Context: an optimization exercise on an open-source flow, tuned for small area. The choices shown serve that exercise and are no tape-out recipe. In this exercise RTL edits were held to simulation tests only and were not proved equivalent to the original. Power is estimated from default activity; no workload was simulated.

`flow/run.sh`:
```
#!/bin/bash
# synth_recipe.tcl (not shown) runs the flow's synth.tcl, then flattens the netlist and writes it again
# the make line also repeats each setting of config.mk as NAME=value (left out here)
make -C /OpenROAD-flow-scripts/flow DESIGN_CONFIG=/design/flow/config.mk WORK_HOME=/design/flow/orfs CLKGATE_MAP_FILE= SYNTH_SCRIPT=/design/flow/synth_recipe.tcl finish
```
`flow/constraint.sdc`:
```
create_clock -name core_clock -period 10.0 [get_ports {clk_i}]
set_input_delay 2.0000 -clock core_clock [delete_from_list [all_inputs] [get_ports {clk_i}]]
set_output_delay 2.0000 -clock core_clock [all_outputs]
set_load 0.01 [all_outputs]
```
`flow/config.mk`:
```
export PLATFORM = sky130hd
export DESIGN_NAME = uart
export DESIGN_NICKNAME = uart
export VERILOG_FILES = /design/flow/design.v
export SDC_FILE = /design/flow/constraint.sdc
export NUM_CORES = 4
export LEC_CHECK = 0
export CAP_MARGIN = 20
export CORE_MARGIN = 2
export CORE_UTILIZATION = 40
export CTS_BUF_LIST = sky130_fd_sc_hd__clkbuf_4
export PLACE_DENSITY = 0.6
export SLEW_MARGIN = 20
```
`flow/design.v`:
```
module shift_fifo #(
    parameter DEPTH = 16,
    parameter EXTRA = 1
) (
    input  logic                        clk,
    input  logic                        rst,
    input  logic                        wr_en,   
    input  logic                        rd_en,   
    input  logic [7:0]                  wdata,
    output logic [8*(DEPTH+EXTRA)-1:0]  mem,
    output logic [$clog2(DEPTH+1)-1:0]  count
);
  always_ff @(posedge clk) begin
    if (wr_en) mem <= {mem[8*(DEPTH+EXTRA)-9:0], wdata};
  end
  always_ff @(posedge clk) begin
    if (rst) count <= '0;
    else if (wr_en && !rd_en) count <= count + 1'b1;
    else if (!wr_en && rd_en) count <= count - 1'b1;
  end
endmodule
module uart_tx (
    input  logic        clk_i,
    input  logic        rst_ni,
    input  logic [15:0] baud_div_i,
    input  logic        tx_we_i,    
    input  logic        tx_en_i,
    input  logic [ 7:0] din_i,
    output logic        empty_o,
    output logic        full_o,
    output logic        tx_bit_o
);
  function automatic logic [7:0] mux16(input logic [127:0] m, input logic [3:0] s);
    logic [63:0] l1;
    logic [31:0] l2;
    logic [15:0] l3;
    for (int i = 0; i < 8; i++) l1[8*i+:8] = s[0] ? m[16*i+8+:8] : m[16*i+:8];
    for (int i = 0; i < 4; i++) l2[8*i+:8] = s[1] ? l1[16*i+8+:8] : l1[16*i+:8];
    for (int i = 0; i < 2; i++) l3[8*i+:8] = s[2] ? l2[16*i+8+:8] : l2[16*i+:8];
    mux16 = s[3] ? l3[15:8] : l3[7:0];
  endfunction
  localparam logic [3:0] P_STOP = 4'b0000, P_IDLE = 4'b0001, P_START = 4'b0111;
  logic [  3:0] phase;
  logic [ 15:0] baud_counter;
  logic [135:0] mem;
  logic [  4:0] count;
  logic         tick, go, pop, push;
  logic [ 16:0] bc_inc;
  logic [  7:0] cur;
  assign empty_o = (count == 5'd0);
  assign full_o  = count[4];
  assign bc_inc = {1'b0, baud_counter} + 17'd1;
  assign tick   = (bc_inc == {1'b0, baud_div_i});
  assign go     = tx_en_i && !empty_o;
  assign pop    = go && (phase == P_IDLE || (phase == P_STOP && tick));
  assign push   = tx_we_i && !full_o;
  shift_fifo #(
      .DEPTH(16),
      .EXTRA(1)
  ) tx_buffer (
      .clk  (clk_i),
      .rst  (!rst_ni),
      .wr_en(push),
      .rd_en(pop),
      .wdata(din_i),
      .mem  (mem),
      .count(count)
  );
  assign cur = count[4] ? mem[135:128] : mux16(mem[127:0], count[3:0]);
  always_comb begin
    if (phase[3]) tx_bit_o = cur[phase[2:0]];
    else tx_bit_o = (phase != P_START);
  end
  always_ff @(posedge clk_i or negedge rst_ni) begin
    if (!rst_ni) begin
      phase <= P_IDLE;
    end else begin
      if (phase == P_IDLE) begin
        if (go) phase <= P_START;
      end else if (tick) begin
        if (phase == P_STOP) phase <= go ? P_START : P_IDLE;
        else phase <= phase + 4'd1;
      end
    end
  end
  always_ff @(posedge clk_i) begin
    if (phase == P_IDLE || tick) baud_counter <= '0;
    else baud_counter <= bc_inc[15:0];
  end
endmodule
module uart_rx (
    input  logic        clk_i,
    input  logic        rst_ni,
    input  logic [15:0] baud_div_i,
    input  logic        rx_re_i,    
    input  logic        rx_en_i,
    input  logic        rx_bit_i,
    output logic [ 7:0] dout_o,     
    output logic        full_o,
    output logic        empty_o
);
  function automatic logic [7:0] mux16(input logic [127:0] m, input logic [3:0] s);
    logic [63:0] l1;
    logic [31:0] l2;
    logic [15:0] l3;
    for (int i = 0; i < 8; i++) l1[8*i+:8] = s[0] ? m[16*i+8+:8] : m[16*i+:8];
    for (int i = 0; i < 4; i++) l2[8*i+:8] = s[1] ? l1[16*i+8+:8] : l1[16*i+:8];
    for (int i = 0; i < 2; i++) l3[8*i+:8] = s[2] ? l2[16*i+8+:8] : l2[16*i+:8];
    mux16 = s[3] ? l3[15:8] : l3[7:0];
  endfunction
  localparam logic [3:0] P_STOP = 4'b0000, P_IDLE = 4'b0001, P_START = 4'b0111;
  logic [  3:0] phase;
  logic [ 15:0] baud_counter;
  logic [  7:0] shift;
  logic [127:0] mem;
  logic [  4:0] count;
  logic         mid_tick, end_tick, rx_we;
  assign mid_tick = (baud_counter == {1'b0, baud_div_i[15:1]});
  assign end_tick = (baud_counter == baud_div_i);
  assign empty_o = (count == 5'd0);
  assign full_o  = count[4];
  assign rx_we   = (phase == P_STOP) && end_tick && !full_o;
  shift_fifo #(
      .DEPTH(16),
      .EXTRA(0)
  ) rx_buffer (
      .clk  (clk_i),
      .rst  (!rst_ni),
      .wr_en(rx_we),
      .rd_en(rx_re_i),
      .wdata(shift),
      .mem  (mem),
      .count(count)
  );
  assign dout_o = mux16(mem, count[3:0]);
  always_ff @(posedge clk_i or negedge rst_ni) begin
    if (!rst_ni) begin
      phase <= P_IDLE;
    end else begin
      if (phase == P_IDLE) begin
        if (rx_en_i && !rx_bit_i && !full_o) phase <= P_START;
      end else if (mid_tick) begin
        if (phase == P_START) phase <= rx_bit_i ? P_IDLE : 4'b1000;
        else if (phase == P_STOP) begin
          if (rx_bit_i) phase <= P_IDLE;
        end else phase <= phase + 4'd1;
      end
    end
  end
  always_ff @(posedge clk_i) begin
    if (phase == P_IDLE || end_tick) baud_counter <= '0;
    else baud_counter <= baud_counter + 16'd1;
  end
  always_ff @(posedge clk_i) begin
    if (phase[3] && mid_tick) shift <= {rx_bit_i, shift[7:1]};
  end
endmodule
module uart #(
    parameter DATA_WIDTH = 8,
    parameter FIFO_DEPTH = 16
) (
    input  logic        clk_i,
    input  logic        rst_ni,
    input  logic        stb_i,
    input  logic [ 1:0] adr_i,
    input  logic [ 3:0] byte_sel_i,
    input  logic        we_i,
    input  logic [31:0] dat_i,
    output logic [31:0] dat_o,
    input  logic        uart_rx_i,
    output logic        uart_tx_o
);
  logic [15:0] baud_div_reg;
  logic        tx_en_reg, rx_en_reg;
  logic        tx_full, tx_empty, rx_full, rx_empty;
  logic [ 7:0] rx_byte;
  logic [ 1:0] rd_adr;   
  logic [ 3:0] status_q;   
  uart_tx uart_tx_inst (
      .clk_i     (clk_i),
      .rst_ni    (rst_ni),
      .baud_div_i(baud_div_reg),
      .tx_we_i   (stb_i && we_i && adr_i == 2'd3),
      .tx_en_i   (tx_en_reg),
      .din_i     (dat_i[7:0]),
      .empty_o   (tx_empty),
      .full_o    (tx_full),
      .tx_bit_o  (uart_tx_o)
  );
  uart_rx uart_rx_inst (
      .clk_i     (clk_i),
      .rst_ni    (rst_ni),
      .baud_div_i(baud_div_reg),
      .rx_re_i   (stb_i && !we_i && adr_i == 2'd3 && !rx_empty),
      .rx_en_i   (rx_en_reg),
      .rx_bit_i  (uart_rx_i),
      .dout_o    (rx_byte),
      .full_o    (rx_full),
      .empty_o   (rx_empty)
  );
  always_ff @(posedge clk_i) begin
    if (!rst_ni) begin
      baud_div_reg <= 16'd0;
      tx_en_reg    <= 1'b0;
      rx_en_reg    <= 1'b0;
    end else if (stb_i && we_i) begin
      if (adr_i == 2'd0 && (byte_sel_i[0] || byte_sel_i[1])) baud_div_reg <= dat_i[15:0];
      if (adr_i == 2'd1 && byte_sel_i[0]) begin
        tx_en_reg <= dat_i[0];
        rx_en_reg <= dat_i[1];
      end
    end
  end
  always_ff @(posedge clk_i) begin
    rd_adr   <= adr_i;
    status_q <= {rx_empty, rx_full, tx_empty, tx_full};
  end
  always_comb begin
    dat_o = '0;
    unique case (rd_adr)
      2'd0: dat_o[15:0] = baud_div_reg;
      2'd1: dat_o[1:0] = {rx_en_reg, tx_en_reg};
      2'd2: dat_o[3:0] = status_q;
      2'd3: if (!status_q[3]) dat_o[7:0] = rx_byte;
    endcase
  end
endmodule
```
==> impl_results.md, run 1 <==
* Clock tree from TritonCTS: done
* Max Clk Rate at 172 MHz
* Post-synthesis async set-or-reset flop share at 0.0231
* Detailed placement HPWL at 18.0 mm
* Chip Width at 197 um
* Portion of the post-synthesis area used by sequential elements at 0.647
* TritonCTS Buffers at 93
* Minimum clock period at just under 6000 ps
* Wirelength per Cell at ~18 um
* Number of vias per cell at 5.27
* Post-Route Skew at around 37 ps
* Setup violators final at 0
* Maximum capacitance violations at 0
* Most flop-heavy register: uart_tx_inst.tx_buffer.mem
* Footprint of the multi-input gates at ~4900 um^2
* CP max-delay cell: sky130_fd_sc_hd__mux4_2
* VDD IR-drop max at approximately 120 uV
* Fraction of met2 tracks used by global routing at 0.228
* Total gr overflow at 0
* Initial core utilization at 0.408
* Drc violations at 0
* Standby leakage power at between 5 and 6 nW
* Share of post-route cells with drive strength above 1 at 0.215
* Yosys top cell area share at 0.545
* Count of clock tree sinks at 346
* Portion of the clock cycle consumed by the worst path in the final layout at 0.580
* Worst Setup Start Kind: register
* Part of the power in the clock network at 0.368
* Flip-flop count of the largest register, all copies and words added at around 140
* First-pass GRT wire length at between 40 and 50 mm
* Maximum root-to-sink buffer count at 3
* Total number of vias at roughly 8,500
* Endpoint class of the critical path: output port
* Met1 usage at 0.226
* DRT iter0 DRCs at 554
* Via count of the first global-routing pass at ~8,800
* Hold bufs inserted after CTS at 0
* Post_cts resized at 0
* Core Area at roughly 37,000 um^2
* Synth top area cells: sky130_fd_sc_hd__edfxtp_1 (55%), sky130_fd_sc_hd__mux4_2 (11%), sky130_fd_sc_hd__dfxtp_1 (8.8%), sky130_fd_sc_hd__xnor2_1 (2.4%), sky130_fd_sc_hd__xor2_1 (2.2%)
* Count of fill cells added during filler insertion at roughly 3,200
* Count of pins over their slew limit at 0
* Length in cells of the worst reg-to-reg path at 15
* Register area at slightly below 10,000 um^2
* Growth of design area from synthesis to finish at 13.1%
* Worst EP arrival at approximately 3800 ps
* Met3 routing resource usage after global routing at 0.0398
* Count of boundary I/O pins at 76
* Maximum number of pins on one net before global-route repair at 92
* Gate Count Post-Synth at 983
* Type of the most critical hold path: register to register
* Most instantiated flip-flop cell in the synthesis netlist: sky130_fd_sc_hd__edfxtp_1
* Total internal power at 2.48 mW
* Post-route setup TNS at 0 ps
* Global-route usage over all layers at 0.158
* Post-Syn Area at 15,000 um^2
* Crit-path cells: buf_4 -> mux4_2 -> mux2i_1 -> nor2_1 -> a211oi_1 -> a31oi_1 -> a32oi_1 -> o21ai_0 -> clkdlybuf4s50_1
* Number of storage elements in the synthesis netlist at 346
* IO buf count at between 40 and 50
* Result of the run: finished clean
* Synth area leader: sky130_fd_sc_hd__edfxtp_1
* Portion of total power attributed to combinational logic at 0.127
* Worst Setup Path Type: register to output port
* Switching Fraction at 0.269
* Final hold slack at 410 ps
* Cell count of the worst hold path at 0
* Overall die area at slightly below 40,000 um^2
* Leading registers by flop count: uart_tx_inst.tx_buffer.mem (136), uart_rx_inst.rx_buffer.mem (128)
* Highest net fanout along the worst path at 29
* First-pass iteration count of the detailed router at 4
* Headroom to the max-slew limit at 0.286
* Setup Fix Bufs, Post-CTS at 0
* Number of endpoints with negative hold slack in the final report at 0
* Count of nets after finishing at 1,131
* Maximum single-stage delay on the critical path at 570 ps
* Worst-Skew Late Latency at roughly 740 ps
* Power density relative to cell area at between 200 and 250 nW/um^2
* Total number of placement rows at 70
* Synth warn at 5
* Gp weighted congestion at approximately 0.85
* Final wirelength at 29.6 mm
* Clock slew at reported path FFs at 70 ps
* Critical path data required time at approximately 8000 ps
* Busiest layer in global routing: met2
* Number of enable flip-flop cells after synthesis at roughly 270
* Syn Area/Cell at roughly 15 um^2
* NetSw at roughly 910 uW
* Die outline height at about 200 um
* RSZ-0062 raised after global routing: false
* H-tree depth at 3
* Count of distinct cell types in the synthesized netlist at 67
* Antenna violations before repair at 1
* Relative contribution of sequential cells to total power at 0.506
* Worst-Margin Slew at approximately 1100 ps
* Clock tree root buffer cell: sky130_fd_sc_hd__clkbuf_4
* Residual antenna-violating net count after detailed routing at 0
power groups by stage:
stage / clock network, mW / registers, mW / logic [mW]
final: 1.25 / 1.72 / 0.431
after global routing: 1.37 / 1.73 / 0.492
after CTS: 1.30 / 1.72 / 0.437
after detailed placement: 0 / 1.75 / 0.433
after global placement: 0 / 1.74 / 0.430
after floorplan: 0 / 1.70 / 0.361
critical path, delay by kind of cell (launching register included):
kind | cells | cell delay [ps]
AO/OA/AOI/OAI | 4 | 830
multiplexers | 2 | 720
buffers and inverters | 2 | 1000
AND/OR/NAND/NOR | 1 | 60
flip-flops | 1 | 440
cells in the final DEF, fill, tap and decap left out, types with 23 or more instances in the layout:
master / instances
sky130_fd_sc_hd__nand3_1: 23
sky130_fd_sc_hd__nor2_1: 63
sky130_fd_sc_hd__o21ai_0: 25
sky130_fd_sc_hd__nor2b_1: 26
sky130_fd_sc_hd__clkbuf_4: 133
sky130_fd_sc_hd__nand2_1: 34
sky130_fd_sc_hd__clkdlybuf4s50_1: 41
sky130_fd_sc_hd__xnor2_1: 41
sky130_fd_sc_hd__mux4_2: 71
sky130_fd_sc_hd__xor2_1: 38
sky130_fd_sc_hd__edfxtp_1: 272
sky130_fd_sc_hd__inv_1: 25
sky130_fd_sc_hd__dfxtp_1: 63
sky130_fd_sc_hd__mux2i_1: 27
sky130_fd_sc_hd__a21oi_1: 23
layer usage:
layer | share of wire | wire (um)
met2 | 0.45 | 13300
met5 | 0 | 0
met1 | 0.47 | 13900
met4 | 0.024 | 701
met3 | 0.056 | 1640
synthesized netlist by cell type (3+ instances only):
library cell                count
sky130_fd_sc_hd__o31ai_1        3
sky130_fd_sc_hd__and4_1         4
sky130_fd_sc_hd__edfxtp_1     272
sky130_fd_sc_hd__or4_1          5
sky130_fd_sc_hd__buf_6          3
sky130_fd_sc_hd__o21ai_0       25
sky130_fd_sc_hd__a21oi_1       23
sky130_fd_sc_hd__buf_1          8
sky130_fd_sc_hd__and3_1         8
sky130_fd_sc_hd__mux2i_1       27
sky130_fd_sc_hd__a21o_1         4
sky130_fd_sc_hd__dfrtp_1        6
sky130_fd_sc_hd__nand2_1       34
sky130_fd_sc_hd__nor3_1        11
sky130_fd_sc_hd__nor3b_1        3
sky130_fd_sc_hd__a31oi_1        8
sky130_fd_sc_hd__a32oi_1        3
sky130_fd_sc_hd__a211oi_1       7
sky130_fd_sc_hd__nand4_1       13
sky130_fd_sc_hd__mux4_2        71
sky130_fd_sc_hd__buf_2          5
sky130_fd_sc_hd__inv_1         25
sky130_fd_sc_hd__mux2_2         3
sky130_fd_sc_hd__ha_1          16
sky130_fd_sc_hd__o2111ai_1      3
sky130_fd_sc_hd__nor4_1         8
sky130_fd_sc_hd__nand3_1       23
sky130_fd_sc_hd__clkbuf_1      36
sky130_fd_sc_hd__or3_1          4
sky130_fd_sc_hd__and2_1        17
sky130_fd_sc_hd__xor2_1        38
sky130_fd_sc_hd__dfxtp_1       66
sky130_fd_sc_hd__xnor2_1       41
sky130_fd_sc_hd__nand2b_1       4
sky130_fd_sc_hd__buf_4         21
sky130_fd_sc_hd__nor2b_1       26
sky130_fd_sc_hd__o22ai_1        4
sky130_fd_sc_hd__nor2_1        63
sky130_fd_sc_hd__a21boi_0       4
sky130_fd_sc_hd__a22oi_1        5
cells by family after synthesis:
| kind of cell | after synthesis | share of synthesized area |
|---|---|---|
| AOI/OAI and AO/OA | 106 | 0.0475 |
| DFF | 346 | 0.647 |
| adders and majority gates | 18 | 0.0160 |
| and+or+nand+nor | 232 | 0.0826 |
| buffers and inverters | 99 | 0.0320 |
| xor gates and xnor gates | 80 | 0.0473 |
| other | 1 | 0.000250 |
| muxes | 101 | 0.127 |
through the flow:
| stage | total power, mW | std cells | setup slack, ps | cell area [um^2] | utilization |
|---|---|---|---|---|---|
| finish | 3.40 | 1607 | 4200 | 16900 | 0.461 |
| global route | 3.60 | 1607 | 3930 | 16900 | 0.461 |
| CTS | 3.45 | 1606 | 3970 | 16900 | 0.461 |
| detailed placement | 2.18 | 1443 | 4790 | 15700 | 0.429 |
| global placement | 2.17 | 1443 | 4810 | 15700 | 0.429 |
| floorplan | 2.06 | 998 | 501 | 15000 | - |
final cells by class:
| class | instances | area share |
|---|---|---|
| timing repair buffer | 50 | 0.0284 |
| multi-input combinational | 553 | 0.289 |
| clock buffer | 133 | 0.0590 |
| inverter | 26 | 0.00576 |
| sequential | 346 | 0.573 |
| tap | 468 | 0.0346 |
| clock inverter | 30 | 0.0106 |
| antenna | 1 | 0.000148 |
final timing paths:
kind                                                                    from                                           end  slack [ps]
worst max-delay path            uart_tx_inst.tx_buffer.count[1]$_SDFFE_PN0P_                                     uart_tx_o        4200
worst min-delay path                         uart_rx_inst.shift[0]$_DFFE_PP_       uart_rx_inst.rx_buffer.mem[0]$_DFFE_PP_         410
worst max register to register       uart_tx_inst.baud_counter[4]$_SDFF_PP0_  uart_tx_inst.tx_buffer.count[4]$_SDFFE_PN0P_        5570
worst min register to register               uart_rx_inst.shift[0]$_DFFE_PP_       uart_rx_inst.rx_buffer.mem[0]$_DFFE_PP_         410
max in group asynchronous                                             rst_ni             uart_tx_inst.phase[0]$_DFFE_PN1P_        8030
min in group asynchronous                                             rst_ni             uart_rx_inst.phase[1]$_DFFE_PN0P_        1630
==> inputs of run 2 (changes only) <==
--- a/flow/config.mk
+++ b/flow/config.mk
@@ -8,6 +8,8 @@
 export CAP_MARGIN = 20
 export CORE_MARGIN = 2
 export CORE_UTILIZATION = 40
-export CTS_BUF_LIST = sky130_fd_sc_hd__clkbuf_4
+export CTS_BUF_LIST = sky130_fd_sc_hd__clkbuf_16
+export CTS_CLUSTER_DIAMETER = 60
+export CTS_CLUSTER_SIZE = 30
 export PLACE_DENSITY = 0.6
 export SLEW_MARGIN = 20
==> impl_results.md, run 2 <==
* Chip Width at 197 um (unchanged)
* Area after DPL at 15,700 um^2 (unchanged)
* Type of the most critical hold path: register to register (unchanged)
* Headroom to the max-slew limit at 0.285 (was 0.286)
* Hold bufs inserted after CTS at 0 (unchanged)
* Number of storage elements in the synthesis netlist at 346 (unchanged)
* Die outline height at 197 um (unchanged)
* Maximum capacitance violations at 0 (unchanged)
* Maximum number of pins on one net before global-route repair at 92 (unchanged)
* Gate Count Post-Synth at 983 (unchanged)
* Crit-path cells: buf_4 -> mux4_2 -> mux2i_1 -> nor2_1 -> a211oi_1 -> a31oi_1 -> a32oi_1 -> o21ai_0 -> clkdlybuf4s50_1 (unchanged)
* Clock slew at reported path FFs at 90 ps (was 70 ps)
* Detailed placement HPWL at 18.0 mm (unchanged)
* Synth warn at 5 (unchanged)
* Antenna violations before repair at 0 (was 1)
* Post-Syn Area at 15,000 um^2 (unchanged)
* Kind of cell adding the most delay to the critical path: buffers and inverters (unchanged)
* Minimum clock period at 5620 ps (was 5800 ps)
* Worst-Margin Slew at 1070 ps (about the same)
* Worst Setup Start Kind: register (unchanged)
* RSZ-0062 raised after global routing: false (unchanged)
* Top library cells by usage in the layout, fill and taps aside: sky130_fd_sc_hd__edfxtp_1 (272), sky130_fd_sc_hd__mux4_2 (71), sky130_fd_sc_hd__nor2_1 (63), sky130_fd_sc_hd__dfxtp_1 (63) (was sky130_fd_sc_hd__edfxtp_1 (272), sky130_fd_sc_hd__clkbuf_4 (133), sky130_fd_sc_hd__mux4_2 (71))
* H-tree depth at 1 (was 3)
* Critical path data required time at 8000 ps (about the same)
* Worst-Skew Late Latency at 580 ps (was 740 ps)
* Total number of vias at 8,110 (was 8,476)
* Max Clk Rate at 178 MHz (was 172 MHz)
* Clock tree from TritonCTS: done (unchanged)
* Yosys top cell area share at 0.545 (unchanged)
* Share of post-route cells with drive strength above 1 at 0.150 (was 0.215)
* Maximum single-stage delay on the critical path at 580 ps (was 570 ps)
* Endpoint class of the critical path: output port (unchanged)
* Setup violators final at 0 (unchanged)
* Final design instance area without fill at 16,900 um^2 (about the same)
* First-pass GRT wire length at 46.1 mm (was 47.9 mm)
* Highest net fanout along the worst path at 29 (unchanged)
* Power density relative to cell area at 204 nW/um^2 (was 201 nW/um^2)
* IO buf count at 41 (unchanged)
* Count of pins over their slew limit at 0 (unchanged)
* Bufs and invs on worst path at 2 (unchanged)
* Post-route setup TNS at 0 ps (unchanged)
* Count of distinct cell types in the synthesized netlist at 67 (unchanged)
* Final wirelength at 28.5 mm (was 29.6 mm)
* Number of endpoints with negative hold slack in the final report at 0 (unchanged)
* Count of nets after finishing at 1,069 (was 1,131)
* VDD IR-drop max at 178 uV (was 123 uV)
* Syn Area/Cell at 15.2 um^2 (unchanged)
* DRT iter0 DRCs at 569 (was 554)
* Number of vias per cell at 5.41 (was 5.27)
* Portion of the post-synthesis area used by sequential elements at 0.647 (unchanged)
* Filler-free cell count of the finished design at 1,500 (was 1,607)
* Gp weighted congestion at 0.847 (unchanged)
* Most frequent cell after synthesis: sky130_fd_sc_hd__edfxtp_1 (unchanged)
* Count of fill cells added during filler insertion at 3,144 (was 3,200)
* Core occupancy in the finished layout at 0.461 (about the same)
* TritonCTS Buffers at 31 (was 93)
* Post-Route Skew at 38.8 ps (was 37.2 ps)
* Via count of the first global-routing pass at 8,123 (was 8,765)
* Standby leakage power at 5.59 nW (was 5.73 nW)
* Synth top area cells: sky130_fd_sc_hd__edfxtp_1 (55%), sky130_fd_sc_hd__mux4_2 (11%), sky130_fd_sc_hd__dfxtp_1 (8.8%), sky130_fd_sc_hd__xnor2_1 (2.4%), sky130_fd_sc_hd__xor2_1 (2.2%) (unchanged)
* Most flop-heavy register: uart_tx_inst.tx_buffer.mem (unchanged)
* Worst Setup Path Type: register to output port (unchanged)
* Number of cells after detailed placement at 1,443 (unchanged)
* Flip-flop count of the largest register, all copies and words added at 136 (unchanged)
* Wirelength per Cell at 19.0 um (was 18.4 um)
* Result of the run: finished clean (unchanged)
* First-pass iteration count of the detailed router at 5 (was 4)
* Growth of design area from synthesis to finish at 12.9% (was 13.1%)
* Maximum root-to-sink buffer count at 3 (unchanged)
* Count of boundary I/O pins at 76 (unchanged)
* Number of enable flip-flop cells after synthesis at 272 (unchanged)
* Clock tree root buffer cell: sky130_fd_sc_hd__clkbuf_16 (was sky130_fd_sc_hd__clkbuf_4)
* Leading registers by flop count: uart_tx_inst.tx_buffer.mem (136), uart_rx_inst.rx_buffer.mem (128) (unchanged)
* Total gr overflow at 0 (unchanged)
* Most instantiated flip-flop cell in the synthesis netlist: sky130_fd_sc_hd__edfxtp_1 (unchanged)
* Core Area at 36,700 um^2 (unchanged)
* Most common library cell in the layout ignoring fill and taps: sky130_fd_sc_hd__edfxtp_1 (unchanged)
* Post-synthesis async set-or-reset flop share at 0.0231 (unchanged)
* Post_cts resized at 0 (unchanged)
* Portion of the clock cycle consumed by the worst path in the final layout at 0.562 (was 0.580)
* Residual antenna-violating net count after detailed routing at 0 (unchanged)
* Setup Fix Bufs, Post-CTS at 0 (unchanged)
* Most frequent cells after synthesis: sky130_fd_sc_hd__edfxtp_1 (272), sky130_fd_sc_hd__mux4_2 (71), sky130_fd_sc_hd__dfxtp_1 (66) (unchanged)
* Total number of placement rows at 70 (unchanged)
* Global-route usage over all layers at 0.149 (was 0.158)
* Drc violations at 0 (unchanged)
* Diode insertion count for antenna repair at 0 (was 1)
* Worst EP arrival at 3620 ps (was 3800 ps)
* Synth area leader: sky130_fd_sc_hd__edfxtp_1 (unchanged)
* CP max-delay cell: sky130_fd_sc_hd__mux4_2 (unchanged)
* Initial core utilization at 0.408 (unchanged)
* Overall die area at 39,000 um^2 (unchanged)
* Count of clock tree sinks at 346 (unchanged)
==> run 2: changes by cell type in the layout (fill, tap and decap cells not counted), sizes merged <==
cell	delta
clkbuf	-102
diode	-1
bufinv	-1
inv	+11
clkinv	-14
==> run 2: kinds of logic (layout without fill, tap and decap cells) <==
group / after synthesis / after routing / share of synthesized area
flip-flops: 346 / 346 / 0.647
multiplexers: 101 / 101 / 0.127
AO/OA/AOI/OAI: 106 / 106 / 0.0475
other: 1 / 16 / 0.000250
XOR/XNOR: 80 / 80 / 0.0473
buffers and inverters: 99 / 133 / 0.0320
adder cells (fa/ha/maj): 18 / 18 / 0.0160
AND/OR/NAND/NOR: 232 / 232 / 0.0826
==> run 2: worst paths after layout <==
| kind | from | to | slack, ps | cells past startpoint |
|---|---|---|---|---|
| worst max-delay path | uart_tx_inst.tx_buffer.count[1]$_SDFFE_PN0P_ | uart_tx_o | 4380 | 9 |
| worst min-delay path | uart_rx_inst.rx_buffer.mem[82]$_DFFE_PP_ | uart_rx_inst.rx_buffer.mem[90]$_DFFE_PP_ | 430 | 0 |
| worst max register to register | uart_tx_inst.baud_counter[4]$_SDFF_PP0_ | uart_tx_inst.tx_buffer.count[4]$_SDFFE_PN0P_ | 5560 | 15 |
| worst min register to register | uart_rx_inst.rx_buffer.mem[82]$_DFFE_PP_ | uart_rx_inst.rx_buffer.mem[90]$_DFFE_PP_ | 430 | 0 |
| max in group asynchronous | rst_ni | uart_tx_inst.phase[0]$_DFFE_PN1P_ | 7830 | 2 |
| min in group asynchronous | rst_ni | uart_rx_inst.phase[1]$_DFFE_PN0P_ | 1800 | 2 |
==> run 2: metrics by stage <==
stage               total power, mW  hold slack (ps)  setup slack (ps)
floorplan                      2.06              391               501
global placement               2.17              416              4810
detailed placement             2.18              416              4790
CTS                            3.49              421              4190
global route                   3.61              437              4130
finish                         3.44              434              4380
==> run 2: report_power, final <==
group          switching [mW]  internal (mW)  leakage [nW]
clock                   0.640          0.657         0.558
sequential             0.0876           1.63          3.09
combinational           0.240          0.191          1.94
total                   0.968           2.48          5.59
==> run 2: final cells by class <==
cell class,instances,area (um^2),share of cell area
Tap cell,468,586,0.0346
Clock buffer,31,776,0.0459
Clock inverter,26,379,0.0224
Timing Repair Buffer,50,482,0.0285
Multi-Input combinational cell,553,4890,0.289
Sequential cell,346,9700,0.574
Inverter,26,97.6,0.00577
==> run 2: layer usage <==
metal	vias to the layer above	track usage	wire, um
met5	-	0	0
met4	0	0.0390	638
met3	45	0.0246	1200
met2	138	0.222	12800
met1	4148	0.226	13900
li1	3779	-	-
==> inputs of run 3 (changes only) <==
--- a/flow/config.mk
+++ b/flow/config.mk
@@ -8,8 +8,8 @@
 export CAP_MARGIN = 20
 export CORE_MARGIN = 2
 export CORE_UTILIZATION = 40
-export CTS_BUF_LIST = sky130_fd_sc_hd__clkbuf_16
-export CTS_CLUSTER_DIAMETER = 60
-export CTS_CLUSTER_SIZE = 30
+export CTS_BUF_LIST = sky130_fd_sc_hd__clkbuf_8
+export CTS_CLUSTER_DIAMETER = 40
+export CTS_CLUSTER_SIZE = 20
 export PLACE_DENSITY = 0.6
 export SLEW_MARGIN = 20
==> impl_results.md, run 3 <==
* Core Area at 36,700 um^2 (unchanged)
* Hold Path End: uart_rx_inst.rx_buffer.mem[0]$_DFFE_PP_ (was uart_rx_inst.rx_buffer.mem[90]$_DFFE_PP_)
* Wirelength per Cell at 18.9 um (was 19.0 um)
* Type of the most critical hold path: register to register (unchanged)
* Register area at 9700 um^2 (unchanged)
* Worst Setup Start Kind: register (unchanged)
* Antenna violations before repair at 0 (unchanged)
* Critical path data required time at 8000 ps (about the same)
* Max Clk Rate at 178 MHz (about the same)
* Chip Width at 197 um (unchanged)
* Leading registers by flop count: uart_tx_inst.tx_buffer.mem (136), uart_rx_inst.rx_buffer.mem (128) (unchanged)
* Number of vias per cell at 5.33 (was 5.41)
* Final design instance area without fill at 16,800 um^2 (was 16,900 um^2)
* Number of endpoints with negative hold slack in the final report at 0 (unchanged)
* Count of fill cells added during filler insertion at 3,181 (was 3,144)
* R2r setup slk at 5550 ps (was 5560 ps)
* Endpoint class of the critical path: output port (unchanged)
* Total number of vias at 8,184 (was 8,110)
* Post-Syn Area at 15,000 um^2 (unchanged)
* Crit-path cells: buf_4 -> mux4_2 -> mux2i_1 -> nor2_1 -> a211oi_1 -> a31oi_1 -> a32oi_1 -> o21ai_0 -> clkdlybuf4s50_1 (unchanged)
* Flip-flop count of the largest register, all copies and words added at 136 (unchanged)
* Drc violations at 0 (unchanged)
* Length in cells of the worst reg-to-reg path at 15 (unchanged)
* Setup violators final at 0 (unchanged)
* IO buf count at 41 (unchanged)
* Headroom to the max-slew limit at 0.291 (was 0.285)
* Clock tree root buffer cell: sky130_fd_sc_hd__clkbuf_8 (was sky130_fd_sc_hd__clkbuf_16)
* Crit Reg-Reg Endpoint: uart_tx_inst.tx_buffer.count[4]$_SDFFE_PN0P_ (unchanged)
* Count of pins over their slew limit at 0 (unchanged)
* Footprint of the multi-input gates at 4890 um^2 (unchanged)
* Growth of design area from synthesis to finish at 12.5% (was 12.9%)
* Most frequent cells after synthesis: sky130_fd_sc_hd__edfxtp_1 (272), sky130_fd_sc_hd__mux4_2 (71), sky130_fd_sc_hd__dfxtp_1 (66) (unchanged)
* Via count of the first global-routing pass at 8,293 (was 8,123)
* Hold bufs inserted after CTS at 0 (unchanged)
* Most common library cell in the layout ignoring fill and taps: sky130_fd_sc_hd__edfxtp_1 (unchanged)
* Worst Setup Path Type: register to output port (unchanged)
* Synth top area cells: sky130_fd_sc_hd__edfxtp_1 (55%), sky130_fd_sc_hd__mux4_2 (11%), sky130_fd_sc_hd__dfxtp_1 (8.8%), sky130_fd_sc_hd__xnor2_1 (2.4%), sky130_fd_sc_hd__xor2_1 (2.2%) (unchanged)
* Setup Fix Bufs, Post-CTS at 0 (unchanged)
* Post-synthesis async set-or-reset flop share at 0.0231 (unchanged)
* DRT iter0 DRCs at 613 (was 569)
* Global-route usage over all layers at 0.154 (was 0.149)
* Most frequent cell after synthesis: sky130_fd_sc_hd__edfxtp_1 (unchanged)
* Clock slew at reported path FFs at 80 ps (was 90 ps)
* Worst Setup SP: uart_tx_inst.tx_buffer.count[1]$_SDFFE_PN0P_ (unchanged)
* Maximum number of pins on one net before global-route repair at 92 (unchanged)
* Maximum root-to-sink buffer count at 3 (unchanged)
* Most instantiated flip-flop cell in the synthesis netlist: sky130_fd_sc_hd__edfxtp_1 (unchanged)
* Count of clock tree sinks at 346 (unchanged)
* Synth warn at 5 (unchanged)
* Post_cts resized at 0 (unchanged)
* Number of storage elements in the synthesis netlist at 346 (unchanged)
* Total number of placement rows at 70 (unchanged)
* Portion of the post-synthesis area used by sequential elements at 0.647 (unchanged)
* Number of enable flip-flop cells after synthesis at 272 (unchanged)
* Portion of the clock cycle consumed by the worst path in the final layout at 0.562 (about the same)
* Initial core utilization at 0.408 (unchanged)
* H-tree depth at 2 (was 1)
* Power density relative to cell area at 200 nW/um^2 (was 204 nW/um^2)
* Minimum clock period at 5620 ps (about the same)
* Worst-Skew Late Latency at 620 ps (was 580 ps)
* Area after DPL at 15,700 um^2 (unchanged)
* Synth area leader: sky130_fd_sc_hd__edfxtp_1 (unchanged)
* Maximum capacitance violations at 0 (unchanged)
* Cell count of the worst hold path at 0 (unchanged)
* Share of post-route cells with drive strength above 1 at 0.173 (was 0.150)
* Post-route setup TNS at 0 ps (unchanged)
* Standby leakage power at 5.59 nW (about the same)
* Overall die area at 39,000 um^2 (unchanged)
* Bufs and invs on worst path at 2 (unchanged)
* Gp weighted congestion at 0.847 (unchanged)
* CP max-delay cell: sky130_fd_sc_hd__mux4_2 (unchanged)
* Total gr overflow at 0 (unchanged)
* Final wirelength at 29.0 mm (was 28.5 mm)
* Die outline height at 197 um (unchanged)
* Highest net fanout along the worst path at 29 (unchanged)
* VDD IR-drop max at 181 uV (was 178 uV)
* Top library cells by usage in the layout, fill and taps aside: sky130_fd_sc_hd__edfxtp_1 (272), sky130_fd_sc_hd__mux4_2 (71), sky130_fd_sc_hd__nor2_1 (63), sky130_fd_sc_hd__dfxtp_1 (63), sky130_fd_sc_hd__clkbuf_8 (49) (was sky130_fd_sc_hd__edfxtp_1 (272), sky130_fd_sc_hd__mux4_2 (71), sky130_fd_sc_hd__nor2_1 (63), sky130_fd_sc_hd__dfxtp_1 (63))
* Worst-Margin Slew at 1060 ps (was 1070 ps)
* Detailed placement HPWL at 18.0 mm (unchanged)
* TritonCTS Buffers at 49 (was 31)
* First-pass GRT wire length at 46.8 mm (was 46.1 mm)
* Count of distinct cell types in the synthesized netlist at 67 (unchanged)
* Diode insertion count for antenna repair at 0 (unchanged)
* RSZ-0062 raised after global routing: false (unchanged)
* Most flop-heavy register: uart_tx_inst.tx_buffer.mem (unchanged)
* Kind of cell adding the most delay to the critical path: buffers and inverters (unchanged)
* Syn Area/Cell at 15.2 um^2 (unchanged)
* Worst R2R Start: uart_tx_inst.baud_counter[4]$_SDFF_PP0_ (unchanged)
* Residual antenna-violating net count after detailed routing at 0 (unchanged)
* Maximum single-stage delay on the critical path at 580 ps (about the same)
* Count of nets after finishing at 1,087 (was 1,069)
* Post-Route Skew at 28.3 ps (was 38.8 ps)
* Worst EP arrival at 3620 ps (about the same)
* Result of the run: finished clean (unchanged)
* Gate Count Post-Synth at 983 (unchanged)
* Count of boundary I/O pins at 76 (unchanged)
* HP Start: uart_rx_inst.shift[0]$_DFFE_PP_ (was uart_rx_inst.rx_buffer.mem[82]$_DFFE_PP_)
* Yosys top cell area share at 0.545 (unchanged)
* First-pass iteration count of the detailed router at 4 (was 5)
* Clock tree from TritonCTS: done (unchanged)
## run 3: cell counts after synthesis
Identical to the previous run, type by type.
## run 3: worst max path at each step
stage	endpoint	slack (ps)	cells after the start
2_1_floorplan	uart_tx_inst.tx_buffer.count[4]$_SDFFE_PN0P_	500	10
3_3_place_gp	uart_tx_o	4810	7
3_5_place_dp	uart_tx_o	4790	8
4_1_cts	uart_tx_o	4110	8
5_1_grt	uart_tx_o	4070	9
6_report	uart_tx_o	4380	9
## run 3: power by group
part / internal (mW) / switching, mW
Combinational: 0.191 / 0.239
Sequential: 1.63 / 0.0877
Clock: 0.622 / 0.604
Total: 2.44 / 0.931
## run 3: worst register-to-register path, cell delays in order (launching register included)
cell	delay (ps)
sky130_fd_sc_hd__dfxtp_1	730
sky130_fd_sc_hd__nand4_2	360
sky130_fd_sc_hd__nor4_1	550
sky130_fd_sc_hd__xnor2_1	200
sky130_fd_sc_hd__nor2_1	70
sky130_fd_sc_hd__or4_4	620
sky130_fd_sc_hd__nor3_1	190
sky130_fd_sc_hd__a21oi_1	120
sky130_fd_sc_hd__ha_1	210
sky130_fd_sc_hd__inv_1	150
sky130_fd_sc_hd__ha_1	290
sky130_fd_sc_hd__a21o_1	190
sky130_fd_sc_hd__a21oi_1	160
sky130_fd_sc_hd__xnor2_1	90
sky130_fd_sc_hd__or3_1	300
sky130_fd_sc_hd__a21boi_0	160
## run 3: logic make-up (layout without fill, tap and decap cells)
family / after synthesis / after routing / synth area share
adders and majority gates: 18 / 18 / 0.0160
xor gates and xnor gates: 80 / 80 / 0.0473
and+or+nand+nor: 232 / 232 / 0.0826
muxes: 101 / 101 / 0.127
buffers and inverters: 99 / 168 / 0.0320
AOI/OAI and AO/OA: 106 / 106 / 0.0475
other: 1 / 16 / 0.000250
DFF: 346 / 346 / 0.647
## run 3: cell type report
type,instances,share of cell area
flip-flops and latches,346,0.576
inverters,26,0.00579
clock inverters,43,0.0250
repair buffers,50,0.0286
multi-input cells,553,0.290
well taps,468,0.0348
clock buffers,49,0.0400
## run 3: layer usage
metal | track usage | up-vias | wire length [um]
met3 | 0.0319 | 48 | 1400
met4 | 0.0599 | 0 | 690
met1 | 0.224 | 4132 | 13900
met2 | 0.227 | 177 | 13000
met5 | 0 | - | 0
li1 | - | 3827 | -
## run 3: per-stage QoR
step / power (mW) / hold slack (ps) / util / std cells / setup WS, ps
2_1_floorplan: 2.06 / 391 / - / 998 / 501
3_3_place_gp: 2.17 / 416 / 0.429 / 1443 / 4810
3_5_place_dp: 2.18 / 416 / 0.429 / 1443 / 4790
4_1_cts: 3.43 / 437 / 0.459 / 1535 / 4110
5_1_grt: 3.55 / 440 / 0.459 / 1535 / 4070
6_report: 3.37 / 433 / 0.459 / 1535 / 4380
==> inputs of run 4 (changes only) <==
--- a/flow/config.mk
+++ b/flow/config.mk
@@ -8,8 +8,5 @@
 export CAP_MARGIN = 20
 export CORE_MARGIN = 2
 export CORE_UTILIZATION = 40
-export CTS_BUF_LIST = sky130_fd_sc_hd__clkbuf_8
-export CTS_CLUSTER_DIAMETER = 40
-export CTS_CLUSTER_SIZE = 20
 export PLACE_DENSITY = 0.6
 export SLEW_MARGIN = 20
==> impl_results.md, run 4 <==
* RSZ-0062 raised after global routing: false (unchanged)
* Total number of vias at 8,108 (was 8,184)
* Gate Count Post-Synth at 983 (unchanged)
* Critical path data required time at 8000 ps (about the same)
* Gp weighted congestion at 0.847 (unchanged)
* Global-route usage over all layers at 0.151 (was 0.154)
* VDD IR-drop max at 156 uV (was 181 uV)
* Portion of the clock cycle consumed by the worst path in the final layout at 0.556 (was 0.562)
* Setup violators final at 0 (unchanged)
* Chip Width at 197 um (unchanged)
* Count of pins over their slew limit at 0 (unchanged)
* Maximum single-stage delay on the critical path at 580 ps (about the same)
* Detailed placement HPWL at 18.0 mm (unchanged)
* Synth area leader: sky130_fd_sc_hd__edfxtp_1 (unchanged)
* Post_cts resized at 0 (unchanged)
* Maximum capacitance violations at 0 (unchanged)
* Clock slew at reported path FFs at 60 ps (was 80 ps)
* Count of clock tree sinks at 346 (unchanged)
* Clock tree from TritonCTS: done (unchanged)
* Total gr overflow at 0 (unchanged)
* Setup Fix Bufs, Post-CTS at 0 (unchanged)
* Core occupancy in the finished layout at 0.463 (was 0.459)
* Initial core utilization at 0.408 (unchanged)
* Maximum number of pins on one net before global-route repair at 92 (unchanged)
* Worst Setup Path Type: register to output port (unchanged)
* Headroom to the max-slew limit at 0.294 (was 0.291)
* Syn Area/Cell at 15.2 um^2 (unchanged)
* Footprint of the multi-input gates at 4890 um^2 (unchanged)
* Clock tree root buffer cell: sky130_fd_sc_hd__clkbuf_16 (was sky130_fd_sc_hd__clkbuf_8)
* Max Clk Rate at 180 MHz (was 178 MHz)
* Minimum clock period at 5560 ps (was 5620 ps)
* Residual antenna-violating net count after detailed routing at 0 (unchanged)
* Most frequent cell after synthesis: sky130_fd_sc_hd__edfxtp_1 (unchanged)
* CP max-delay cell: sky130_fd_sc_hd__mux4_2 (unchanged)
* Filler-free cell count of the finished design at 1,513 (was 1,535)
* Worst Setup Start Kind: register (unchanged)
* Diode insertion count for antenna repair at 0 (unchanged)
* Flip-flop count of the largest register, all copies and words added at 136 (unchanged)
* Hold bufs inserted after CTS at 0 (unchanged)
* Bufs and invs on worst path at 2 (unchanged)
* Synth warn at 5 (unchanged)
* Most flop-heavy register: uart_tx_inst.tx_buffer.mem (unchanged)
* Total number of placement rows at 70 (unchanged)
* Synth top area cells: sky130_fd_sc_hd__edfxtp_1 (55%), sky130_fd_sc_hd__mux4_2 (11%), sky130_fd_sc_hd__dfxtp_1 (8.8%), sky130_fd_sc_hd__xnor2_1 (2.4%), sky130_fd_sc_hd__xor2_1 (2.2%) (unchanged)
* Maximum root-to-sink buffer count at 3 (unchanged)
* Most frequent cells after synthesis: sky130_fd_sc_hd__edfxtp_1 (272), sky130_fd_sc_hd__mux4_2 (71), sky130_fd_sc_hd__dfxtp_1 (66) (unchanged)
* Yosys top cell area share at 0.545 (unchanged)
* Count of boundary I/O pins at 76 (unchanged)
* Leading registers by flop count: uart_tx_inst.tx_buffer.mem (136), uart_rx_inst.rx_buffer.mem (128) (unchanged)
* Die outline height at 197 um (unchanged)
* Number of cells after detailed placement at 1,443 (unchanged)
* Final wirelength at 28.8 mm (was 29.0 mm)
* Number of enable flip-flop cells after synthesis at 272 (unchanged)
* Power density relative to cell area at 207 nW/um^2 (was 200 nW/um^2)
* Post-Syn Area at 15,000 um^2 (unchanged)
* Worst-Skew Late Latency at 530 ps (was 620 ps)
* Overall die area at 39,000 um^2 (unchanged)
* Crit-path cells: buf_4 -> mux4_2 -> mux2i_1 -> nor2_1 -> a211oi_1 -> a31oi_1 -> a32oi_1 -> o21ai_0 -> clkdlybuf4s50_1 (unchanged)
* Share of post-route cells with drive strength above 1 at 0.152 (was 0.173)
* First-pass GRT wire length at 46.4 mm (was 46.8 mm)
* Via count of the first global-routing pass at 8,249 (was 8,293)
* First-pass iteration count of the detailed router at 5 (was 4)
* Highest net fanout along the worst path at 29 (unchanged)
* Most instantiated flip-flop cell in the synthesis netlist: sky130_fd_sc_hd__edfxtp_1 (unchanged)
* DRT iter0 DRCs at 530 (was 613)
* Drc violations at 0 (unchanged)
* TritonCTS Buffers at 38 (was 49)
* Core Area at 36,700 um^2 (unchanged)
* Setup WS pre-CTS at 4790 ps (unchanged)
* Post-Route Skew at 13.4 ps (was 28.3 ps)
* Top library cells by usage in the layout, fill and taps aside: sky130_fd_sc_hd__edfxtp_1 (272), sky130_fd_sc_hd__mux4_2 (71), sky130_fd_sc_hd__nor2_1 (63), sky130_fd_sc_hd__dfxtp_1 (63) (was sky130_fd_sc_hd__edfxtp_1 (272), sky130_fd_sc_hd__mux4_2 (71), sky130_fd_sc_hd__nor2_1 (63), sky130_fd_sc_hd__dfxtp_1 (63), sky130_fd_sc_hd__clkbuf_8 (49))
* H-tree depth at 2 (unchanged)
* Worst-Margin Slew at 1060 ps (about the same)
* Most common library cell in the layout ignoring fill and taps: sky130_fd_sc_hd__edfxtp_1 (unchanged)
* Kind of cell adding the most delay to the critical path: buffers and inverters (unchanged)
* Type of the most critical hold path: register to register (unchanged)
* Worst EP arrival at 3560 ps (was 3620 ps)
* Count of distinct cell types in the synthesized netlist at 67 (unchanged)
* Standby leakage power at 5.64 nW (was 5.59 nW)
* Result of the run: finished clean (unchanged)
* Wirelength per Cell at 19.0 um (was 18.9 um)
* Endpoint class of the critical path: output port (unchanged)
* Growth of design area from synthesis to finish at 13.4% (was 12.5%)
* Number of endpoints with negative hold slack in the final report at 0 (unchanged)
* Number of storage elements in the synthesis netlist at 346 (unchanged)
* Count of fill cells added during filler insertion at 3,144 (was 3,181)
* Portion of the post-synthesis area used by sequential elements at 0.647 (unchanged)
* Post-synthesis async set-or-reset flop share at 0.0231 (unchanged)
* IO buf count at 41 (unchanged)
* Number of vias per cell at 5.36 (was 5.33)
* Count of nets after finishing at 1,076 (was 1,087)
* Antenna violations before repair at 0 (unchanged)
* Register area at 9700 um^2 (unchanged)
* Post-route setup TNS at 0 ps (unchanged)
* Min setup slack post-route at 4440 ps (was 4380 ps)
[run 4: final cells by class]
cell class	count	area share
tap	468	0.0345
clock buffer	49	0.0621
multi-input combinational	553	0.288
inverter	26	0.00575
timing repair buffer	50	0.0284
clock inverter	21	0.00995
sequential	346	0.571
[run 4: through the flow]
stage / total power, mW / hold WS, ps / area (um^2)
floorplan: 2.06 / 391 / 15000
global placement: 2.17 / 416 / 15700
detailed placement: 2.18 / 416 / 15700
CTS: 3.56 / 426 / 17000
global route: 3.67 / 447 / 17000
finish: 3.51 / 432 / 17000
[run 4: path summary, 6_finish.rpt]
path	startpoint	endpoint	slack, ps	cells past startpoint
min reg2reg	uart_rx_inst.shift[0]$_DFFE_PP_	uart_rx_inst.rx_buffer.mem[0]$_DFFE_PP_	430	0
min in group asynchronous	rst_ni	uart_rx_inst.phase[1]$_DFFE_PN0P_	1860	2
max reg2reg	uart_tx_inst.baud_counter[4]$_SDFF_PP0_	uart_tx_inst.tx_buffer.count[4]$_SDFFE_PN0P_	5570	15
min	uart_rx_inst.shift[0]$_DFFE_PP_	uart_rx_inst.rx_buffer.mem[0]$_DFFE_PP_	430	0
max in group asynchronous	rst_ni	uart_tx_inst.phase[0]$_DFFE_PN1P_	7800	2
max	uart_tx_inst.tx_buffer.count[1]$_SDFFE_PN0P_	uart_tx_o	4440	9
[run 4: cells by family after synthesis]
group,Yosys count,synth area share
simple gates,232,0.0826
compound gates,106,0.0475
xor+xnor,80,0.0473
buf+inv,99,0.0320
mux,101,0.127
flops,346,0.647
other cells,1,0.000250
fa+ha+maj,18,0.0160
[run 4: report_power, final]
part	switching (mW)	total, mW	leakage, nW	internal [mW]
clock network	0.560	1.36	0.608	0.800
logic	0.240	0.431	1.94	0.191
registers	0.0878	1.72	3.09	1.63
[run 4: routing by layer]
metal  GRT usage  part of all wire
met1       0.223              0.48
met2       0.224              0.45
met3      0.0275             0.042
met4      0.0524             0.027
met5           0                 0
==> inputs of run 5 (changes only) <==
==> flow/flow/run.sh (new file) <==
#!/bin/bash
# Standard layout with two changes: clock tree without dummy loads, and
# port buffers of the smallest buffer cell.
set -euo pipefail
export CTS_ARGS="-sink_clustering_enable -repair_clock_nets -dont_use_dummy_load"
export BUFFER_PORTS_ARGS="-buffer_cell sky130_fd_sc_hd__buf_1"
bash standard.sh > standard.log 2>&1
==> flow/standard.sh (new file) <==
#!/bin/bash
# synth_recipe.tcl (not shown) runs the flow's synth.tcl, then flattens the netlist and writes it again
# the make line also repeats each setting of config.mk as NAME=value (left out here)
make -C /OpenROAD-flow-scripts/flow DESIGN_CONFIG=/design/flow/config.mk WORK_HOME=/design/flow/orfs CLKGATE_MAP_FILE= SYNTH_SCRIPT=/design/flow/synth_recipe.tcl "${@:-finish}"
removed: flow/run.sh
==> impl_results.md, run 5 <==
* Worst EP arrival at 3270 ps (was 3560 ps)
* Max Clk Rate at 190 MHz (was 180 MHz)
* Top library cells by usage in the layout, fill and taps aside: sky130_fd_sc_hd__edfxtp_1 (272), sky130_fd_sc_hd__mux4_2 (71), sky130_fd_sc_hd__nor2_1 (63), sky130_fd_sc_hd__dfxtp_1 (63) (unchanged)
* Antenna violations before repair at 0 (unchanged)
* Count of distinct cell types in the synthesized netlist at 67 (unchanged)
* Total gr overflow at 0 (unchanged)
* Headroom to the max-slew limit at 0.352 (was 0.294)
* Count of clock tree sinks at 346 (unchanged)
* Post-synthesis async set-or-reset flop share at 0.0231 (unchanged)
* Clock tree from TritonCTS: done (unchanged)
* TritonCTS Buffers at 38 (unchanged)
* Total number of vias at 8,064 (was 8,108)
* Diode insertion count for antenna repair at 0 (unchanged)
* Worst-Skew Late Latency at 520 ps (was 530 ps)
* Clock slew at reported path FFs at 60 ps (about the same)
* Initial core utilization at 0.408 (unchanged)
* Detailed route wirelength on metal2 at 12.8 mm (was 12.9 mm)
* Relative contribution of sequential cells to total power at 0.520 (was 0.490)
* VDD IR-drop max at 140 uV (was 156 uV)
* H-tree depth at 2 (unchanged)
* Gp weighted congestion at 0.843 (was 0.847)
* Crit Reg-Reg Endpoint: uart_tx_inst.tx_buffer.count[4]$_SDFFE_PN0P_ (unchanged)
* Global-route usage over all layers at 0.147 (was 0.151)
* Number of storage elements in the synthesis netlist at 346 (unchanged)
* Post-route setup TNS at 0 ps (unchanged)
* Endpoint class of the critical path: output port (unchanged)
* Number of endpoints with negative hold slack in the final report at 0 (unchanged)
* Total number of placement rows at 70 (unchanged)
* Minimum clock period at 5270 ps (was 5560 ps)
* RSZ-0062 raised after global routing: false (unchanged)
* Residual antenna-violating net count after detailed routing at 0 (unchanged)
* Critical path data required time at 8000 ps (about the same)
* Cell count of the worst hold path at 0 (unchanged)
* Met3 wire length at 1.47 mm (was 1.22 mm)
* Die outline height at 197 um (unchanged)
* Portion of the post-synthesis area used by sequential elements at 0.647 (unchanged)
* IO buf count at 41 (unchanged)
* Portion of total power attributed to combinational logic at 0.127 (was 0.123)
* Flip-flop count of the largest register, all copies and words added at 136 (unchanged)
* Count of boundary I/O pins at 76 (unchanged)
* Result of the run: finished clean (unchanged)
* Maximum number of pins on one net before global-route repair at 94 (was 92)
* Portion of the clock cycle consumed by the worst path in the final layout at 0.527 (was 0.556)
* Maximum capacitance violations at 0 (unchanged)
* Chip Width at 197 um (unchanged)
* First-pass iteration count of the detailed router at 5 (unchanged)
* Switching Fraction at 0.249 (was 0.253)
* Post-Route Skew at 60.6 ps (was 13.4 ps)
* Final wirelength at 28.2 mm (was 28.8 mm)
* Number of cells after detailed placement at 1,444 (was 1,443)
* Part of the power in the clock network at 0.352 (was 0.388)
* R2r setup slk at 5550 ps (was 5570 ps)
* Standby leakage power at 5.40 nW (was 5.64 nW)
* Worst-Margin Slew at 971 ps (was 1060 ps)
* Synth warn at 5 (unchanged)
* Core Area at 36,700 um^2 (unchanged)
* Most instantiated flip-flop cell in the synthesis netlist: sky130_fd_sc_hd__edfxtp_1 (unchanged)
* Yosys top cell area share at 0.545 (unchanged)
* Via count of the first global-routing pass at 7,958 (was 8,249)
* Count of nets after finishing at 1,077 (was 1,076)
* Most common library cell in the layout ignoring fill and taps: sky130_fd_sc_hd__edfxtp_1 (unchanged)
* Total power consumption of the routed design at 3.30 mW (was 3.51 mW)
* Highest net fanout along the worst path at 20 (was 29)
* Worst Setup Path Type: register to output port (unchanged)
* Post_cts resized at 0 (unchanged)
* Setup Fix Bufs, Post-CTS at 0 (unchanged)
* Drc violations at 0 (unchanged)
* First-pass GRT wire length at 45.1 mm (was 46.4 mm)
* Number of enable flip-flop cells after synthesis at 272 (unchanged)
* Synth top area cells: sky130_fd_sc_hd__edfxtp_1 (55%), sky130_fd_sc_hd__mux4_2 (11%), sky130_fd_sc_hd__dfxtp_1 (8.8%), sky130_fd_sc_hd__xnor2_1 (2.4%), sky130_fd_sc_hd__xor2_1 (2.2%) (unchanged)
* Maximum root-to-sink buffer count at 3 (unchanged)
* DRT iter0 DRCs at 730 (was 530)
* Type of the most critical hold path: register to register (unchanged)
* Syn Area/Cell at 15.2 um^2 (unchanged)
* Power density relative to cell area at 200 nW/um^2 (was 207 nW/um^2)
* Top routing layer in use: met4 (unchanged)
* Most frequent cell after synthesis: sky130_fd_sc_hd__edfxtp_1 (unchanged)
* Setup violators final at 0 (unchanged)
* Leading registers by flop count: uart_tx_inst.tx_buffer.mem (136), uart_rx_inst.rx_buffer.mem (128) (unchanged)
* Length in cells of the worst reg-to-reg path at 15 (unchanged)
* Gate Count Post-Synth at 983 (unchanged)
* Hold Path End: uart_rx_inst.rx_buffer.mem[71]$_DFFE_PP_ (was uart_rx_inst.rx_buffer.mem[0]$_DFFE_PP_)
* Growth of design area from synthesis to finish at 9.86% (was 13.4%)
* DRT met1 WL at 13.3 mm (was 13.9 mm)
* Count of pins over their slew limit at 0 (unchanged)
* Most frequent cells after synthesis: sky130_fd_sc_hd__edfxtp_1 (272), sky130_fd_sc_hd__mux4_2 (71), sky130_fd_sc_hd__dfxtp_1 (66) (unchanged)
* Final hold slack at 420 ps (was 432 ps)
* Share of post-route cells with drive strength above 1 at 0.138 (was 0.152)
* HP Start: uart_rx_inst.rx_buffer.mem[63]$_DFFE_PP_ (was uart_rx_inst.shift[0]$_DFFE_PP_)
* Synth area leader: sky130_fd_sc_hd__edfxtp_1 (unchanged)
* Filler-free cell count of the finished design at 1,482 (was 1,513)
* Wirelength per Cell at 19.0 um (about the same)
* Total internal power at 2.48 mW (was 2.62 mW)
* Number of vias per cell at 5.44 (was 5.36)
* Hold bufs inserted after CTS at 0 (unchanged)
* NetSw at 822 uW (was 887 uW)
* Clock tree root buffer cell: sky130_fd_sc_hd__clkbuf_16 (unchanged)
* Detailed placement HPWL at 18.0 mm (about the same)
* Worst Setup Start Kind: register (unchanged)
* Post-Syn Area at 15,000 um^2 (unchanged)
* Overall die area at 39,000 um^2 (unchanged)
* Worst R2R Start: uart_tx_inst.baud_counter[4]$_SDFF_PP0_ (unchanged)
* Most flop-heavy register: uart_tx_inst.tx_buffer.mem (unchanged)
run 5: cell counts after synthesis:
No cell type changed its count.
run 5: area by class of cell:
class / instances / area (um^2)
clock buffer: 38 / 951
fill: 3190 / 20200
inverter: 26 / 97.6
multi-input combinational: 553 / 4890
sequential: 346 / 9700
tap: 468 / 586
timing repair buffer: 51 / 233
run 5: metrics by stage:
stage | area (um^2) | worst slack [ps] | utilization
CTS | 16400 | 4650 | 0.448
global route | 16500 | 4500 | 0.448
finish | 16500 | 4730 | 0.448
global placement | 15500 | 5040 | 0.422
detailed placement | 15500 | 4940 | 0.422
floorplan | 15000 | 501 | -
run 5: per-layer routing:
metal | up-vias | global-route usage
met4 | 0 | 0.0440
met1 | 4056 | 0.222
li1 | 3763 | -
met5 | - | 0
met2 | 196 | 0.217
met3 | 49 | 0.0261
run 5: how the worst max path moves through the flow:
stage                                              endpoint                                         start  slack, ps  depth (start not counted)
3_5_place_dp   uart_tx_inst.tx_buffer.count[4]$_SDFFE_PN0P_                                      adr_i[1]       4940                         12
3_3_place_gp   uart_tx_inst.tx_buffer.count[4]$_SDFFE_PN0P_                                      adr_i[1]       5040                         12
2_1_floorplan  uart_tx_inst.tx_buffer.count[4]$_SDFFE_PN0P_                                         stb_i        500                         10
6_report                                          uart_tx_o  uart_tx_inst.tx_buffer.count[0]$_SDFFE_PN0P_       4730                          8
4_1_cts                                           uart_tx_o  uart_tx_inst.tx_buffer.count[0]$_SDFFE_PN0P_       4650                          8
5_1_grt                                           uart_tx_o  uart_tx_inst.tx_buffer.count[0]$_SDFFE_PN0P_       4500                          8
run 5: logic make-up (layout without fill, tap and decap cells):
logic type	Yosys count	count (layout)	share of synthesized area
adders and majority gates	18	18	0.0160
and+or+nand+nor	232	232	0.0826
DFF	346	346	0.647
xor gates and xnor gates	80	80	0.0473
AOI/OAI and AO/OA	106	106	0.0475
other	1	16	0.000250
buffers and inverters	99	115	0.0320
muxes	101	101	0.127
run 5: critical path, cell delays in order (launching register included):
cell,delay [ps]
sky130_fd_sc_hd__dfxtp_2,600
sky130_fd_sc_hd__buf_4,420
sky130_fd_sc_hd__mux4_2,550
sky130_fd_sc_hd__a22oi_1,220
sky130_fd_sc_hd__a31oi_1,120
sky130_fd_sc_hd__a211o_1,300
sky130_fd_sc_hd__a32oi_1,190
sky130_fd_sc_hd__o21ai_0,170
sky130_fd_sc_hd__buf_1,180
run 5: power groups by stage:
stage               Sequential, mW  Clock, mW  Combinational, mW
CTS                           1.71       1.20              0.426
floorplan                     1.70          0              0.361
detailed placement            1.74          0              0.424
global placement              1.74          0              0.420
global route                  1.73       1.25              0.475
finish                        1.72       1.16              0.420
==> inputs of run 6 (changes only) <==
==> flow/flow/run.sh (replaced) <==
#!/bin/bash
# Standard layout with two changes: clock tree without dummy loads, and
# port buffers of the smallest buffer cell.
set -euo pipefail
export CTS_ARGS="-sink_clustering_enable -repair_clock_nets -dont_use_dummy_load -buf_list sky130_fd_sc_hd__clkbuf_8 -sink_clustering_size 20 -sink_clustering_max_diameter 40"
export BUFFER_PORTS_ARGS="-buffer_cell sky130_fd_sc_hd__buf_1"
bash standard.sh > standard.log 2>&1
==> impl_results.md, run 6 <==
* Result of the run: finished clean (unchanged)
* Maximum single-stage delay on the critical path at 610 ps (was 600 ps)
* Length in cells of the worst reg-to-reg path at 15 (unchanged)
* Wirelength per Cell at 19.0 um (about the same)
* Portion of the clock cycle consumed by the worst path in the final layout at 0.535 (was 0.527)
* Growth of design area from synthesis to finish at 7.92% (was 9.86%)
* Highest net fanout along the worst path at 20 (unchanged)
* Most frequent cell after synthesis: sky130_fd_sc_hd__edfxtp_1 (unchanged)
* Residual antenna-violating net count after detailed routing at 0 (unchanged)
* Count of boundary I/O pins at 76 (unchanged)
* Number of endpoints with negative hold slack in the final report at 0 (unchanged)
* Most flop-heavy register: uart_tx_inst.tx_buffer.mem (unchanged)
* Flip-flop count of the largest register, all copies and words added at 136 (unchanged)
* Maximum number of pins on one net before global-route repair at 94 (unchanged)
* Total power consumption of the routed design at 3.03 mW (was 3.30 mW)
* Most frequent cells after synthesis: sky130_fd_sc_hd__edfxtp_1 (272), sky130_fd_sc_hd__mux4_2 (71), sky130_fd_sc_hd__dfxtp_1 (66) (unchanged)
* Stages on the worst setup path at 8 (unchanged)
* Headroom to the max-slew limit at 0.340 (was 0.352)
* Detailed placement HPWL at 18.0 mm (unchanged)
* Core occupancy in the finished layout at 0.440 (was 0.448)
* Post_cts resized at 0 (unchanged)
* Yosys top cell area share at 0.545 (unchanged)
* Synth top area cells: sky130_fd_sc_hd__edfxtp_1 (55%), sky130_fd_sc_hd__mux4_2 (11%), sky130_fd_sc_hd__dfxtp_1 (8.8%), sky130_fd_sc_hd__xnor2_1 (2.4%), sky130_fd_sc_hd__xor2_1 (2.2%) (unchanged)
* Final design instance area without fill at 16,200 um^2 (was 16,500 um^2)
* Gate Count Post-Synth at 983 (unchanged)
* Post-Syn Area at 15,000 um^2 (unchanged)
* Number of storage elements in the synthesis netlist at 346 (unchanged)
* Worst Setup Path Type: register to output port (unchanged)
* Clock slew at reported path FFs at 70 ps (was 60 ps)
* TritonCTS Buffers at 48 (was 38)
* Initial core utilization at 0.408 (unchanged)
* Overall die area at 39,000 um^2 (unchanged)
* Portion of the post-synthesis area used by sequential elements at 0.647 (unchanged)
* Via count of the first global-routing pass at 8,078 (was 7,958)
* Max Clk Rate at 187 MHz (was 190 MHz)
* IO buf count at 41 (unchanged)
* Total number of placement rows at 70 (unchanged)
* Post-Route Skew at 55.3 ps (was 60.6 ps)
* Setup Fix Bufs, Post-CTS at 0 (unchanged)
* DRT iter0 DRCs at 517 (was 730)
* Syn Area/Cell at 15.2 um^2 (unchanged)
* Worst-Margin Slew at 989 ps (was 971 ps)
* Worst setup endpoint: uart_tx_o (unchanged)
* Worst EP arrival at 3350 ps (was 3270 ps)
* Global-route usage over all layers at 0.149 (was 0.147)
* Post-synthesis async set-or-reset flop share at 0.0231 (unchanged)
* Hold bufs inserted after CTS at 0 (unchanged)
* First-pass iteration count of the detailed router at 5 (unchanged)
* Count of distinct cell types in the synthesized netlist at 67 (unchanged)
* Synth warn at 5 (unchanged)
* Standby leakage power at 5.28 nW (was 5.40 nW)
* Endpoint class of the critical path: output port (unchanged)
* R2r setup slk at 5570 ps (was 5550 ps)
* Final hold slack at 423 ps (was 420 ps)
* Diode insertion count for antenna repair at 0 (unchanged)
* Worst Setup SP: uart_tx_inst.tx_buffer.count[0]$_SDFFE_PN0P_ (unchanged)
* Crit-path cells: buf_4 -> mux4_2 -> a22oi_1 -> a31oi_1 -> a211o_1 -> a32oi_1 -> o21ai_0 -> buf_1 (unchanged)
* Kind of cell adding the most delay to the critical path: compound AO/OA/AOI/OAI gates (unchanged)
* Gp weighted congestion at 0.843 (unchanged)
* Bufs and invs on worst path at 2 (unchanged)
* Area after DPL at 15,500 um^2 (unchanged)
* Setup violators final at 0 (unchanged)
* Total gr overflow at 0 (unchanged)
* Most common library cell in the layout ignoring fill and taps: sky130_fd_sc_hd__edfxtp_1 (unchanged)
* Total number of vias at 8,060 (was 8,064)
* Maximum capacitance violations at 0 (unchanged)
* Type of the most critical hold path: register to register (unchanged)
* Power density relative to cell area at 187 nW/um^2 (was 200 nW/um^2)
* Leading registers by flop count: uart_tx_inst.tx_buffer.mem (136), uart_rx_inst.rx_buffer.mem (128) (unchanged)
* Antenna violations before repair at 0 (unchanged)
* Number of enable flip-flop cells after synthesis at 272 (unchanged)
run 6: cell counts after synthesis:
Identical to the previous run, type by type.
run 6: cell families (layout without fill, tap and decap cells):
family	Yosys count	after routing	synth area share
flip-flops	346	346	0.647
AO/OA/AOI/OAI	106	106	0.0475
AND/OR/NAND/NOR	232	232	0.0826
XOR/XNOR	80	80	0.0473
other	1	16	0.000250
multiplexers	101	101	0.127
adder cells (fa/ha/maj)	18	18	0.0160
buffers and inverters	99	125	0.0320
run 6: layout make-up:
| type | count | area (um^2) |
|---|---|---|
| well taps | 468 | 586 |
| inverters | 26 | 97.6 |
| flip-flops and latches | 346 | 9700 |
| repair buffers | 51 | 233 |
| multi-input cells | 553 | 4890 |
| clock buffers | 48 | 661 |
| fillers | 3228 | 20500 |
run 6: worst min path at each step:
stage / from / to / depth (start not counted)
after global routing: uart_rx_inst.rx_buffer.mem[8]$_DFFE_PP_ / uart_rx_inst.rx_buffer.mem[16]$_DFFE_PP_ / 0
after CTS: uart_rx_inst.rx_buffer.mem[63]$_DFFE_PP_ / uart_rx_inst.rx_buffer.mem[71]$_DFFE_PP_ / 0
after global placement: uart_rx_inst.shift[0]$_DFFE_PP_ / uart_rx_inst.rx_buffer.mem[0]$_DFFE_PP_ / 0
after floorplan: uart_rx_inst.rx_buffer.count[4]$_SDFFE_PN0P_ / status_q[2]$_DFF_P_ / 0
final: uart_tx_inst.tx_buffer.mem[107]$_DFFE_PP_ / uart_tx_inst.tx_buffer.mem[115]$_DFFE_PP_ / 0
after detailed placement: uart_rx_inst.shift[0]$_DFFE_PP_ / uart_rx_inst.rx_buffer.mem[0]$_DFFE_PP_ / 0
run 6: where the power goes:
part | switching (mW) | total (mW) | internal (mW) | leakage, nW
clock | 0.472 | 0.894 | 0.423 | 0.345
combinational | 0.241 | 0.420 | 0.179 | 1.84
sequential | 0.0835 | 1.71 | 1.63 | 3.09
total | 0.796 | 3.03 | 2.23 | 5.28
run 6: metrics by stage:
stage	setup slack, ps	instances
3_3_place_gp	5040	1444
5_1_grt	4410	1492
4_1_cts	4530	1492
2_1_floorplan	501	998
3_5_place_dp	4940	1444
6_report	4650	1492
run 6: worst reg2reg max path, stage by stage (launching register included):
cell,delay (ps)
sky130_fd_sc_hd__dfxtp_1,720
sky130_fd_sc_hd__nand4_2,360
sky130_fd_sc_hd__nor4_1,580
sky130_fd_sc_hd__xnor2_1,210
sky130_fd_sc_hd__nor2_1,70
sky130_fd_sc_hd__or4_4,620
sky130_fd_sc_hd__nor3_1,200
sky130_fd_sc_hd__a21oi_1,110
sky130_fd_sc_hd__ha_1,210
sky130_fd_sc_hd__inv_1,140
sky130_fd_sc_hd__ha_1,280
sky130_fd_sc_hd__a21o_1,190
sky130_fd_sc_hd__a21oi_1,160
sky130_fd_sc_hd__xnor2_1,90
sky130_fd_sc_hd__or3_1,300
sky130_fd_sc_hd__a21boi_0,150
run 6: layer usage:
metal	global-route usage	vias to the layer above	routed length (um)	share of wire
met5	0	-	0	0
met4	0.0490	0	618	0.022
met3	0.0330	47	1570	0.055
met2	0.219	187	12800	0.45
met1	0.218	4053	13300	0.47
li1	-	3773	-	-

-- re-timing with driven ports --
In the flow no input, the clock included, has a driving cell. The finished layouts below were timed again as built, in two steps. Step 1 assumes that a clkbuf_16 drives the clock port and a buf_2 every other input. Step 2 times the ports against the registers' clock, not the clock port: input delays grow and output delays shrink by t, the midpoint of the rising clock arrivals with the driver on. a / b / c = no drivers / after step 1 / after step 2; a / b = the first two.
run	t (ns)	setup slack, ns
run 1	0.774	4.203 / 4.156 / 4.812
run 2	0.615	4.383 / 4.332 / 4.787
run 3	0.656	4.381 / 4.333 / 4.794
run 4	0.571	4.440 / 4.389 / 4.791
run 5	0.546	4.727 / 4.675 / 5.026
run 6	0.611	4.646 / 4.598 / 4.991
After both steps setup and hold are still met in every run listed.
